This is an optimization exercise on Yosys and OpenROAD, whose aim is small area and a short achievable clock period, not a production implementation. Function was checked by simulation only, so behaviour that the tests miss may differ from the original. Power is estimated from default activity; no workload was simulated.

File: design/flow/config.mk
export PLATFORM = sky130hd
export DESIGN_NAME = processor_arm
export DESIGN_NICKNAME = processor_arm
export VERILOG_FILES = /design/flow/design.v
export SDC_FILE = /design/flow/constraint.sdc
export NUM_CORES = 4
export LEC_CHECK = 0
export CAP_MARGIN = 20
export CORE_MARGIN = 2
export CORE_UTILIZATION = 45
export PLACE_DENSITY = 0.6
export SLEW_MARGIN = 20
File: design/flow/constraint.sdc
create_clock -name core_clock -period 9.0 [get_ports {CLOCK_50}]
set_input_delay 1.8000 -clock core_clock [delete_from_list [all_inputs] [get_ports {CLOCK_50}]]
set_output_delay 1.8000 -clock core_clock [all_outputs]
set_load 0.01 [all_outputs]
File: design/flow/design.v
module flopr #(parameter N = 64)
              (input logic clk, reset,
		input logic [N-1:0] d,
		output logic [N-1:0] q);
	always_ff @(posedge clk, posedge reset)
		if (reset) q <= 'b0;
		else q <= d;
endmodule
module mux2 #(parameter N = 64)
				(input logic [N-1:0] d0, d1,
				input logic s,
				output logic [N-1:0] y);
	assign y = s ? d1 : d0;
endmodule
module adder #(parameter N = 64)
					(input logic [N-1:0] a, b,
					output logic [N-1:0] y);
	assign y = a + b;
endmodule
module sl2 #(parameter N = 64)
				(input logic [N-1:0] a,					
				output logic [N-1:0] y);
	assign y[0] = 1'b0;
	assign y[1] = 1'b0;
	assign y[63:2] = a[61:0];
endmodule
module signext (input logic [31:0] a,
					 output logic [63:0] y);
	always_comb
		casez(a[31:21])
		    11'b111_1100_00?0: y = {{55{a[20]}}, a[20:12]};
		    11'b101_1010_0???: y = {{45{a[23]}}, a[23:5]};
		    11'b110_1001_01??: y = {48'b0, a[20:5]};
		    default : y = '0;
		endcase
endmodule 
module alu (input logic [63:0] a, b,
			input logic [3:0] ALUControl,
			input logic [1:0] LSL,
			output logic [63:0] result,
			output logic zero);
	always_comb
		begin
			casez(ALUControl)
				4'b0000: result = a & b;
				4'b0001: result = a | b;
				4'b0010: result = a + b;
				4'b0110: result = a - b;
				4'b0111: result = b;
				4'b0100: result = b << (LSL * 16);
				default: result = '1;
			endcase
			zero = (result == '0) ? '1 : '0;
		end
endmodule
module regfile #(parameter N=64)
					(input logic clk, we3,
					 input logic [4:0] ra1, ra2, wa3,
					 input logic [N-1:0] wd3,
					 output logic [N-1:0] rd1, rd2);
		logic [N-1:0] registers [0:31];
		always_ff @(posedge clk)
			begin
				if(we3) begin
					registers[wa3] <= wd3;
				end
			end
	always_comb begin
		rd1 = (ra1 == 5'b11111) ? 64'b0 : ((we3 && (ra1 == wa3)) ? wd3 : registers[ra1]);
		rd2 = (ra2 == 5'b11111) ? 64'b0 : ((we3 && (ra2 == wa3)) ? wd3 : registers[ra2]);
	end
endmodule
module maindec (input logic [10:0] Op,
					 output logic Reg2Loc, ALUSrc, MemtoReg, RegWrite, MemRead, MemWrite, Branch,
					 output logic  [1:0] ALUOp);
		logic [0:8] results;
		always_comb
		casez(Op)
			11'b111_1100_0010 : results = 9'b011110000;
			11'b111_1100_0000 : results = 9'b110001000;
			11'b101_1010_0??? : results = 9'b100000101;
			11'b100_0101_1000 : results = 9'b000100010;
			11'b110_0101_1000 : results = 9'b000100010;
			11'b100_0101_0000 : results = 9'b000100010;
			11'b101_0101_0000 : results = 9'b000100010;
			11'b110_1001_01?? : results = 9'b010100011;  
			default : results = 9'b000000000;
		endcase 
		assign Reg2Loc = results[0];
		assign ALUSrc = results[1];
		assign MemtoReg = results[2];
		assign RegWrite = results[3];
		assign MemRead = results[4];
		assign MemWrite = results[5];
		assign Branch = results[6];
		assign ALUOp = results[7:8];
endmodule 
module aludec (input  logic [10:0] funct,  
					input  logic [1:0]  aluop,  
					output logic [3:0] alucontrol);  				
	always_comb
		if (aluop == 2'b00) alucontrol = 4'b0010;										 
		else if (aluop == 2'b01) alucontrol = 4'b0111; 									 
		else if((aluop == 2'b10)  & (funct == 11'b10001011000)) alucontrol = 4'b0010;	 
		else if((aluop == 2'b10)  & (funct == 11'b11001011000)) alucontrol = 4'b0110;	 
		else if((aluop == 2'b10)  & (funct == 11'b10001010000)) alucontrol = 4'b0000;	 
		else if((aluop == 2'b10)  & (funct == 11'b10101010000)) alucontrol = 4'b0001;	 
		else if(aluop == 2'b11)  alucontrol = 4'b0100; 									 
		else alucontrol = 4'b0000;
endmodule
module controller(input logic [10:0] instr,
						output logic [3:0] AluControl,						
						output logic reg2loc, regWrite, AluSrc, Branch,
											memtoReg, memRead, memWrite);
	logic [1:0] AluOp_s;
	maindec 	decPpal 	(.Op(instr), 
							.Reg2Loc(reg2loc), 
							.ALUSrc(AluSrc), 
							.MemtoReg(memtoReg), 
							.RegWrite(regWrite), 
							.MemRead(memRead), 
							.MemWrite(memWrite), 
							.Branch(Branch), 
							.ALUOp(AluOp_s));	
	aludec 	decAlu 	(.funct(instr), 
							.aluop(AluOp_s), 
							.alucontrol(AluControl));
endmodule
module fetch #(parameter N=64)
				 (input logic PCSrc_F, clk, reset,
				  input logic [N-1:0] PCBranch_F,
				  output logic [N-1:0] imem_addr_F);
		logic [N-1:0] adder_output, mux_output;
		mux2 Mux (adder_output, PCBranch_F, PCSrc_F, mux_output);
		flopr PC (clk, reset, mux_output, imem_addr_F);
		adder Add (imem_addr_F, 64'd4, adder_output);
endmodule 
module decode #(parameter N = 64)
					(input logic regWrite_D, reg2loc_D, clk,
					input logic [N-1:0] writeData3_D,
					input logic [31:0] instr_D,
					output logic [N-1:0] signImm_D, readData1_D, readData2_D, 
					input logic [4:0] wa3_D);  
	logic [4:0] ra2;			
	mux2 	#(5) 	ra2mux	(.d0(instr_D[20:16]), .d1(instr_D[4:0]), .s(reg2loc_D), .y(ra2));
	regfile 		registers(.clk(clk), .we3(regWrite_D), .ra1(instr_D[9:5]), .ra2(ra2), .wa3(wa3_D), 
								 .wd3(writeData3_D), .rd1(readData1_D), .rd2(readData2_D));
	signext 		ext		(.a(instr_D), .y(signImm_D));	
endmodule
module execute #(parameter N = 64)
					(input logic AluSrc,
					 input logic [3:0] AluControl,
					 input logic [1:0] LSL,
					 input logic [N-1:0] PC_E, signImm_E, readData1_E, readData2_E,
					 output logic [N-1:0] PCBranch_E, aluResult_E, writeData_E, 
					 output logic zero_E);
		logic [N-1:0] sl2_output, mux_output;
		sl2 SL2 (signImm_E, sl2_output);
		mux2 Mux (readData2_E, signImm_E, AluSrc, mux_output);
		alu ALU (readData1_E,  mux_output, AluControl, LSL, aluResult_E, zero_E);
		adder Add (PC_E, sl2_output, PCBranch_E);
		assign writeData_E = readData2_E;
endmodule 
module memory 	(input logic Branch_M, zero_M,					
					output logic PCSrc_M);
	assign PCSrc_M = Branch_M & zero_M;
endmodule
module writeback #(parameter N = 64)
					(input logic [N-1:0] aluResult_W, DM_readData_W,
					input logic memtoReg,
					output logic [N-1:0] writeData3_W);					
	mux2 #(64) MtoRmux (.d0(aluResult_W), .d1(DM_readData_W), .s(memtoReg), .y(writeData3_W));
endmodule
module datapath #(parameter N = 64)
					(input logic reset, clk,
					input logic reg2loc,									
					input logic AluSrc,
					input logic [3:0] AluControl,
					input logic	Branch,
					input logic memRead,
					input logic memWrite,
					input logic regWrite,	
					input logic memtoReg,									
					input logic [31:0] IM_readData,
					input logic [N-1:0] DM_readData,
					output logic [N-1:0] IM_addr, DM_addr, DM_writeData,
					output logic DM_writeEnable, DM_readEnable );					
	logic PCSrc;
	logic [N-1:0] PCBranch_E, aluResult_E, writeData_E, writeData3; 
	logic [N-1:0] signImm_D, readData1_D, readData2_D;
	logic zero_E;
	logic [95:0] qIF_ID;
	logic [270:0] qID_EX;
	logic [202:0] qEX_MEM;
	logic [134:0] qMEM_WB;
	fetch 	#(64) 	FETCH 	(.PCSrc_F(PCSrc),
										.clk(clk),
										.reset(reset),
										.PCBranch_F(qEX_MEM[197:134]),
										.imem_addr_F(IM_addr));								
	flopr 	#(96)		IF_ID 	(.clk(clk),
										.reset(reset), 
										.d({IM_addr, IM_readData}),
										.q(qIF_ID));
	decode 	#(64) 	DECODE 	(.regWrite_D(qMEM_WB[134]),
										.reg2loc_D(reg2loc), 
										.clk(clk),
										.writeData3_D(writeData3),
										.instr_D(qIF_ID[31:0]), 
										.signImm_D(signImm_D), 
										.readData1_D(readData1_D),
										.readData2_D(readData2_D),
										.wa3_D(qMEM_WB[4:0]));				
	flopr 	#(271)	ID_EX 	(.clk(clk),
										.reset(reset), 
										.d({AluSrc, AluControl, Branch, memRead, memWrite, regWrite, memtoReg,	
											qIF_ID[95:32], signImm_D, readData1_D, readData2_D, qIF_ID[4:0]}),
										.q(qID_EX));
	logic [1:0] LSL_reg;
	always_ff @(posedge clk) begin
			LSL_reg <= qIF_ID[22:21];
		end
	execute 	#(64) 	EXECUTE 	(.AluSrc(qID_EX[270]),
										.AluControl(qID_EX[269:266]),
										.LSL(LSL_reg),
										.PC_E(qID_EX[260:197]), 
										.signImm_E(qID_EX[196:133]), 
										.readData1_E(qID_EX[132:69]), 
										.readData2_E(qID_EX[68:5]), 
										.PCBranch_E(PCBranch_E), 
										.aluResult_E(aluResult_E), 
										.writeData_E(writeData_E), 
										.zero_E(zero_E));											
	flopr 	#(203)	EX_MEM 	(.clk(clk),
										.reset(reset), 
										.d({qID_EX[265:261], PCBranch_E, zero_E, aluResult_E, writeData_E, qID_EX[4:0]}),
										.q(qEX_MEM));	
	memory				MEMORY	(.Branch_M(qEX_MEM[202]), 
										.zero_M(qEX_MEM[133]), 
										.PCSrc_M(PCSrc));
	assign DM_writeData = qEX_MEM[68:5];
	assign DM_addr = qEX_MEM[132:69];
	assign DM_writeEnable = qEX_MEM[200];
	assign DM_readEnable = qEX_MEM[201];
	flopr 	#(135)	MEM_WB 	(.clk(clk),
										.reset(reset), 
										.d({qEX_MEM[199:198], qEX_MEM[132:69],	DM_readData, qEX_MEM[4:0]}),
										.q(qMEM_WB));
	writeback #(64) 	WRITEBACK (.aluResult_W(qMEM_WB[132:69]), 
										.DM_readData_W(qMEM_WB[68:5]), 
										.memtoReg(qMEM_WB[133]), 
										.writeData3_W(writeData3));		
endmodule
module processor_arm #(parameter N = 64)
							(input logic CLOCK_50, reset,
							output logic [N-1:0] IM_addr,
							input  logic [31:0] IM_readData,
							output logic [N-1:0] DM_writeData, DM_addr,
							output logic DM_writeEnable, DM_readEnable,
							input  logic [N-1:0] DM_readData);
	logic [3:0] AluControl;
	logic reg2loc, regWrite, AluSrc, Branch, memtoReg, memRead, memWrite;
	logic [10:0] instr;
	controller 		c 			(.instr(instr), 
									.AluControl(AluControl), 
									.reg2loc(reg2loc), 
									.regWrite(regWrite), 
									.AluSrc(AluSrc), 
									.Branch(Branch),
									.memtoReg(memtoReg), 
									.memRead(memRead), 
									.memWrite(memWrite));
	datapath #(64) dp 		(.reset(reset), 
									.clk(CLOCK_50), 
									.reg2loc(reg2loc), 
									.AluSrc(AluSrc), 
									.AluControl(AluControl), 
									.Branch(Branch), 
									.memRead(memRead),
									.memWrite(memWrite), 
									.regWrite(regWrite), 
									.memtoReg(memtoReg), 
									.IM_readData(IM_readData), 
									.DM_readData(DM_readData), 
									.IM_addr(IM_addr), 
									.DM_addr(DM_addr), 
									.DM_writeData(DM_writeData), 
									.DM_writeEnable(DM_writeEnable), 
									.DM_readEnable(DM_readEnable));				
	flopr #(11)		IF_ID_TOP(.clk(CLOCK_50),
									.reset(reset), 
									.d(IM_readData[31:21]), 
									.q(instr));
endmodule
File: design/flow/run.sh
#!/bin/bash
# synth_recipe.tcl (not shown) runs the flow's synth.tcl, then flattens the netlist and writes it again
# the make line also repeats each setting of config.mk as NAME=value (left out here)
make -C /OpenROAD-flow-scripts/flow DESIGN_CONFIG=/design/flow/config.mk WORK_HOME=/design/flow/orfs CLKGATE_MAP_FILE= SYNTH_SCRIPT=/design/flow/synth_recipe.tcl finish
==> reports/metrics.sh <==
POST-ROUTE-WORST-SETUP-SLACK_NS=0.433
DIE_WIDTH_UM=548
CTS_POST_SETUP_BUFFERS_INSERTED=0
FIRST_GLOBAL_VIAS=92876
CP-END-KIND='register'
HPWLAFTERDP_UM=301000
CLKPWRFRAC_PCT=36.0
REGISTERS.TOP_BY_FF_COUNT='dp.DECODE.registers.registers'
STATUS='timing/DRC/antenna clean'
REMAINING_DRC_ERRORS=0
WORSTMARGINPINSLEW_NS=1.27
DRIVE_ABOVE_1_SHARE_PCT=14.0
POWER.STATIC_LEAKAGE_nW=53.6
SWITCHING_SHARE_PCT=29.4
P_COMB_SHARE_PCT=17.0
FINALCRITICALPERIOD_NS=8.57
ANTENNA_VIOLATIONS_BEFORE_REPAIR=27
SYNTH_TOP_AREA_SHARE_PCT=46.2
CRITICAL_PATH.REG2REG.ENDPOINT='dp.EX_MEM.q[133]$_DFF_PP0_'
CTS_ROOT_BUF='sky130_fd_sc_hd__clkbuf_16'
SYN_AVG_CELL_AREA_UM2=12.5
MAXIMUM_NUMBER_OF_PINS_ON_ONE_NET_BEFORE_GLOBAL_ROUTE_REPAIR=168
SLEW_VIOLATIONS=0
SYNTH_SEQ_CELLS=2771
HOLD_PATH_DEPTH=0
DIE_HEIGHT_UM=548
POWER.IR.VDD_WORST_V=0.000148
TRACK_USAGE_PCT=31.7
SYNTH_AREA_LEADER_CELL='sky130_fd_sc_hd__edfxtp_1'
SYNTHTOPCELLSBYAREA='sky130_fd_sc_hd__edfxtp_1 (46%), sky130_fd_sc_hd__dfrtp_1 (14%), sky130_fd_sc_hd__mux4_2 (11%)'
CLOCK-SKEW-FINAL_NS=0.0406
DESIGN.FINAL.NETS=10732
ANTENNA_VIOLATING_NETS_POST_ROUTE=0
TRITONCTS='yes'
POSTSYNTHNETCOUNT=10848
HP-CLASS='register to register'
RSZ_0062_RAISED_AFTER_GLOBAL_ROUTING='false'
ROUTE.DETAILED.VIAS_PER_INST=6.54
NUMBER_OF_FLOPS_MAPPED_TO_ENABLE_CELLS_BY_YOSYS=2048
SEQ_POWER_SHARE_PCT=47.0
CLOCK_INSERTION_DELAY_WORST_SKEW_NS=0.95
DRT_FIRST_PASS_ITERS=9
YOSYS_MOST_USED_DFF='sky130_fd_sc_hd__edfxtp_1'
AREA.GROWTH.SYNTH_TO_FINAL_PCT=12.1
SETUP.WORST_PATH.START_CLASS='register'
ROWS=199
POST-PLACE-WS_NS=0.392
ASYNC_RESET_FF_SHARE_PCT=26.0
CP_DATA_ARRIVAL_TIME_NS=9.39
CRITICAL_PATH_PEAK_FANOUT=16
P_INT_mW=24.2
CTS.HOLD.BUFFERS_ADDED=0
DETAILROUTE.VIA_COUNT=95979
DIE_AREA_UM2=300000
POST_SYNTH_NUM_CELL_TYPES=104
FINAL_UTIL_PCT=50.8
SYNTH.YOSYS.SEQ_AREA_SHARE_PCT=59.7
TOP_REGS='dp.DECODE.registers.registers x2048, dp.ID_EX.q x224, dp.EX_MEM.q x202'
YS_TOP_CELLS_BY_COUNT='sky130_fd_sc_hd__nand2_1 (2333), sky130_fd_sc_hd__edfxtp_1 (2048), sky130_fd_sc_hd__dfrtp_1 (721)'
SWITCHING_POWER_mW=10.1
SYNTH_CELLS=10620
HTREEDEPTH=5
DRT-TOTAL-WL_UM=487000
CTS.CLK_SLEW.WORST_PATHS_NS=0.06
POST_LAYOUT_NONFILLER_INSTANCES=14675
FINALSETUPVIOLCOUNT=0
CTS.PATH.MAX_BUFFERS=4
FIRST_ITER_VIOLATIONS=13825
DATA_REQUIRED_TIME_AT_THE_WORST_ENDPOINT_NS=9.82
MAX_SLEW_MARGIN_PCT=15.0
CORE_REGION_AREA_UM2=294000
TYPE_OF_THE_SETUP_PATH_WITH_THE_LEAST_SLACK='register to register'
FINALSETUPTNS_NS=0
ENDPOINT_WORST_HOLD='dp.ID_EX.q[246]$_DFF_PP0_'
FF2FF_SETUP_SLACK_NS=0.43
CTS_INSERTED_BUFFERS=298
CAP_VIOL_MAX_COUNT=0
POWER_PER_CELL_AREA_nW_PER_UM2=229
SYNTHMOSTINSTANTIATEDCELL='sky130_fd_sc_hd__nand2_1'
R2R.WORST_PATH.CELLS=23
GP_CONGESTION=1.02
TIMING.CRITICAL_PATH.FROM='dp.ID_EX.q[270]$_DFF_PP0_'
TIMING.RR.START='dp.ID_EX.q[270]$_DFF_PP0_'
COUNT_OF_WARNINGS_EMITTED_BY_YOSYS=12
MIN_PERIOD_OVER_PERIOD_PCT=95.2
LARGEST_REGISTER_FFS=2048
PLACE.PORT_BUFFERS=291
CTS.SINKS=2771
WL_PER_CELL_UM=33.2
TOP_LEVEL_PORTS=292
GRT.OVERFLOW.TOTAL=0
FLOORPLAN.INITIALDENSITY_PCT=45.3
GRT_PASS1_WL_UM=688000
TIMING_HOLD_VIOLATIONS_FINAL=0
FMAX_GHz=0.117
HOLD_PATH_STARTPOINT='dp.IF_ID.q[81]$_DFF_PP0_'
CTSRESIZECOUNT=0
SYNTH_AREA_UM2=133000
DP_CELLS=14121
NFILLCELLS=24806
[layout make-up]
class | instances | area (µm²) | share of cell area, %
Sequential cell | 2771 | 79600 | 53.3
Clock inverter | 154 | 1560 | 1.04
Clock buffer | 390 | 8170 | 5.47
Tap cell | 3919 | 4900 | 3.28
Antenna cell | 8 | 20.0 | 0.0134
Timing Repair Buffer | 511 | 5160 | 3.46
Inverter | 101 | 385 | 0.258
Multi-Input combinational cell | 6821 | 49600 | 33.2
[cell usage in the layout (no fill, tap or decap), types with 45 or more instances in the layout]
| master | synthesis | final |
|---|---|---|
| sky130_fd_sc_hd__nand2_1 | 2333 | 2333 |
| sky130_fd_sc_hd__edfxtp_1 | 2048 | 2048 |
| sky130_fd_sc_hd__dfrtp_1 | 721 | 712 |
| sky130_fd_sc_hd__mux4_2 | 644 | 644 |
| sky130_fd_sc_hd__nand3_1 | 610 | 609 |
| sky130_fd_sc_hd__a21oi_1 | 367 | 367 |
| sky130_fd_sc_hd__a311oi_1 | 363 | 363 |
| sky130_fd_sc_hd__clkbuf_16 | 0 | 304 |
| sky130_fd_sc_hd__clkdlybuf4s50_1 | 0 | 291 |
| sky130_fd_sc_hd__nor2_1 | 325 | 289 |
| sky130_fd_sc_hd__and3_1 | 274 | 274 |
| sky130_fd_sc_hd__o21ai_0 | 258 | 258 |
| sky130_fd_sc_hd__buf_4 | 135 | 172 |
| sky130_fd_sc_hd__a31oi_1 | 153 | 152 |
| sky130_fd_sc_hd__a211oi_1 | 150 | 149 |
| sky130_fd_sc_hd__ha_1 | 128 | 128 |
| sky130_fd_sc_hd__xnor2_1 | 124 | 124 |
| sky130_fd_sc_hd__xor2_1 | 110 | 110 |
| sky130_fd_sc_hd__inv_1 | 100 | 99 |
| sky130_fd_sc_hd__mux2i_1 | 98 | 88 |
| sky130_fd_sc_hd__a21o_1 | 83 | 83 |
| sky130_fd_sc_hd__nor3_1 | 76 | 74 |
| sky130_fd_sc_hd__mux2_2 | 70 | 66 |
| sky130_fd_sc_hd__o22ai_1 | 64 | 64 |
| sky130_fd_sc_hd__clkbuf_1 | 609 | 62 |
| sky130_fd_sc_hd__clkinv_1 | 0 | 52 |
| sky130_fd_sc_hd__buf_12 | 0 | 48 |
| sky130_fd_sc_hd__nand4_1 | 45 | 45 |
[worst max path at each step]
stage	end	slack, ns
floorplan	IF_ID_TOP.q[0]$_DFF_PP0_	-2.68
global placement	dp.EX_MEM.q[133]$_DFF_PP0_	0.38
detailed placement	dp.EX_MEM.q[133]$_DFF_PP0_	0.39
CTS	dp.EX_MEM.q[133]$_DFF_PP0_	0.35
global route	dp.EX_MEM.q[133]$_DFF_PP0_	0.02
finish	dp.EX_MEM.q[133]$_DFF_PP0_	0.43
[layer usage]
metal	routed length (µm)	part of all wire (%)	global-route usage (%)
met1	191000	39	43.7
met2	221000	45	48.9
met3	55400	11	7.84
met4	19900	4.1	11.6
met5	56	0.011	0
[through the flow]
step                      area (µm²)  hold slack (ns)  power [mW]
after CTS                     149000            0.334        34.3
after global routing          149000            0.350        35.3
after global placement        140000            0.333        21.9
after floorplan               133000            0.331        19.3
final                         149000            0.339        34.3
after detailed placement      140000            0.336        22.0
[critical path, cell delays in order, from the launching register on]
cell	delay (ns)
sky130_fd_sc_hd__dfrtp_4	0.60
sky130_fd_sc_hd__mux2i_1	0.46
sky130_fd_sc_hd__ha_1	0.30
sky130_fd_sc_hd__o211ai_1	0.17
sky130_fd_sc_hd__nor3_1	0.48
sky130_fd_sc_hd__nand3_1	0.19
sky130_fd_sc_hd__or3b_2	0.55
sky130_fd_sc_hd__or3_1	0.48
sky130_fd_sc_hd__o21ai_2	0.28
sky130_fd_sc_hd__nand2_1	0.21
sky130_fd_sc_hd__xor2_1	0.21
sky130_fd_sc_hd__ha_1	0.51
sky130_fd_sc_hd__nand4_1	0.27
sky130_fd_sc_hd__nor4_1	0.62
sky130_fd_sc_hd__nand3_1	0.18
sky130_fd_sc_hd__o211ai_1	0.32
sky130_fd_sc_hd__nor3_2	0.15
sky130_fd_sc_hd__a31oi_1	0.23
sky130_fd_sc_hd__xor2_1	0.09
sky130_fd_sc_hd__a211o_1	0.35
sky130_fd_sc_hd__or4b_1	0.52
sky130_fd_sc_hd__or4_1	0.46
sky130_fd_sc_hd__or4_1	0.59
sky130_fd_sc_hd__nor4_2	0.23
[cell families after synthesis]
family | count (synthesis) | share of synthesized area, %
adders and majority gates | 130 | 1.23
xor gates and xnor gates | 234 | 1.54
AOI/OAI and AO/OA | 1745 | 9.01
DFF | 2771 | 59.7
muxes | 815 | 12.3
and+or+nand+nor | 3897 | 12.8
buffers and inverters | 1028 | 3.42
[power by group through the flow]
stage          registers, mW  logic [mW]  clock network (mW)
2_1_floorplan           16.0        3.37                   0
3_3_place_gp            16.4        5.59                   0
3_5_place_dp            16.4        5.69                   0
4_1_cts                 16.1        5.71                12.5
5_1_grt                 16.1        6.16                13.0
6_report                16.1        5.84                12.3

## static timing again, ports no longer ideal
The results above use ideal ports. As a check the final layout listed here was re-extracted and re-timed, cells and wires unchanged. Step 1 sets driving cells, clkbuf_16 on the clock port and buf_2 on the other inputs (assumed; they add their load-dependent delay and slew). Step 2 moves the port delays by t, midway between the first and last clock arrival at a register: inputs arrive t later, outputs are due t later. That takes back most of the time a late clock gives input paths. Slacks: no drivers / after step 1 / after step 2; pairs: no drivers / after step 1.
t, ns: 1.018
slack for setup (ns): 0.433 / 0.433 / 0.433
worst setup path at the end: register to register
After both steps this run still meets setup and hold. The setup slack of this run moves by 0.000 ns with the drivers and by 0.000 ns with both steps.
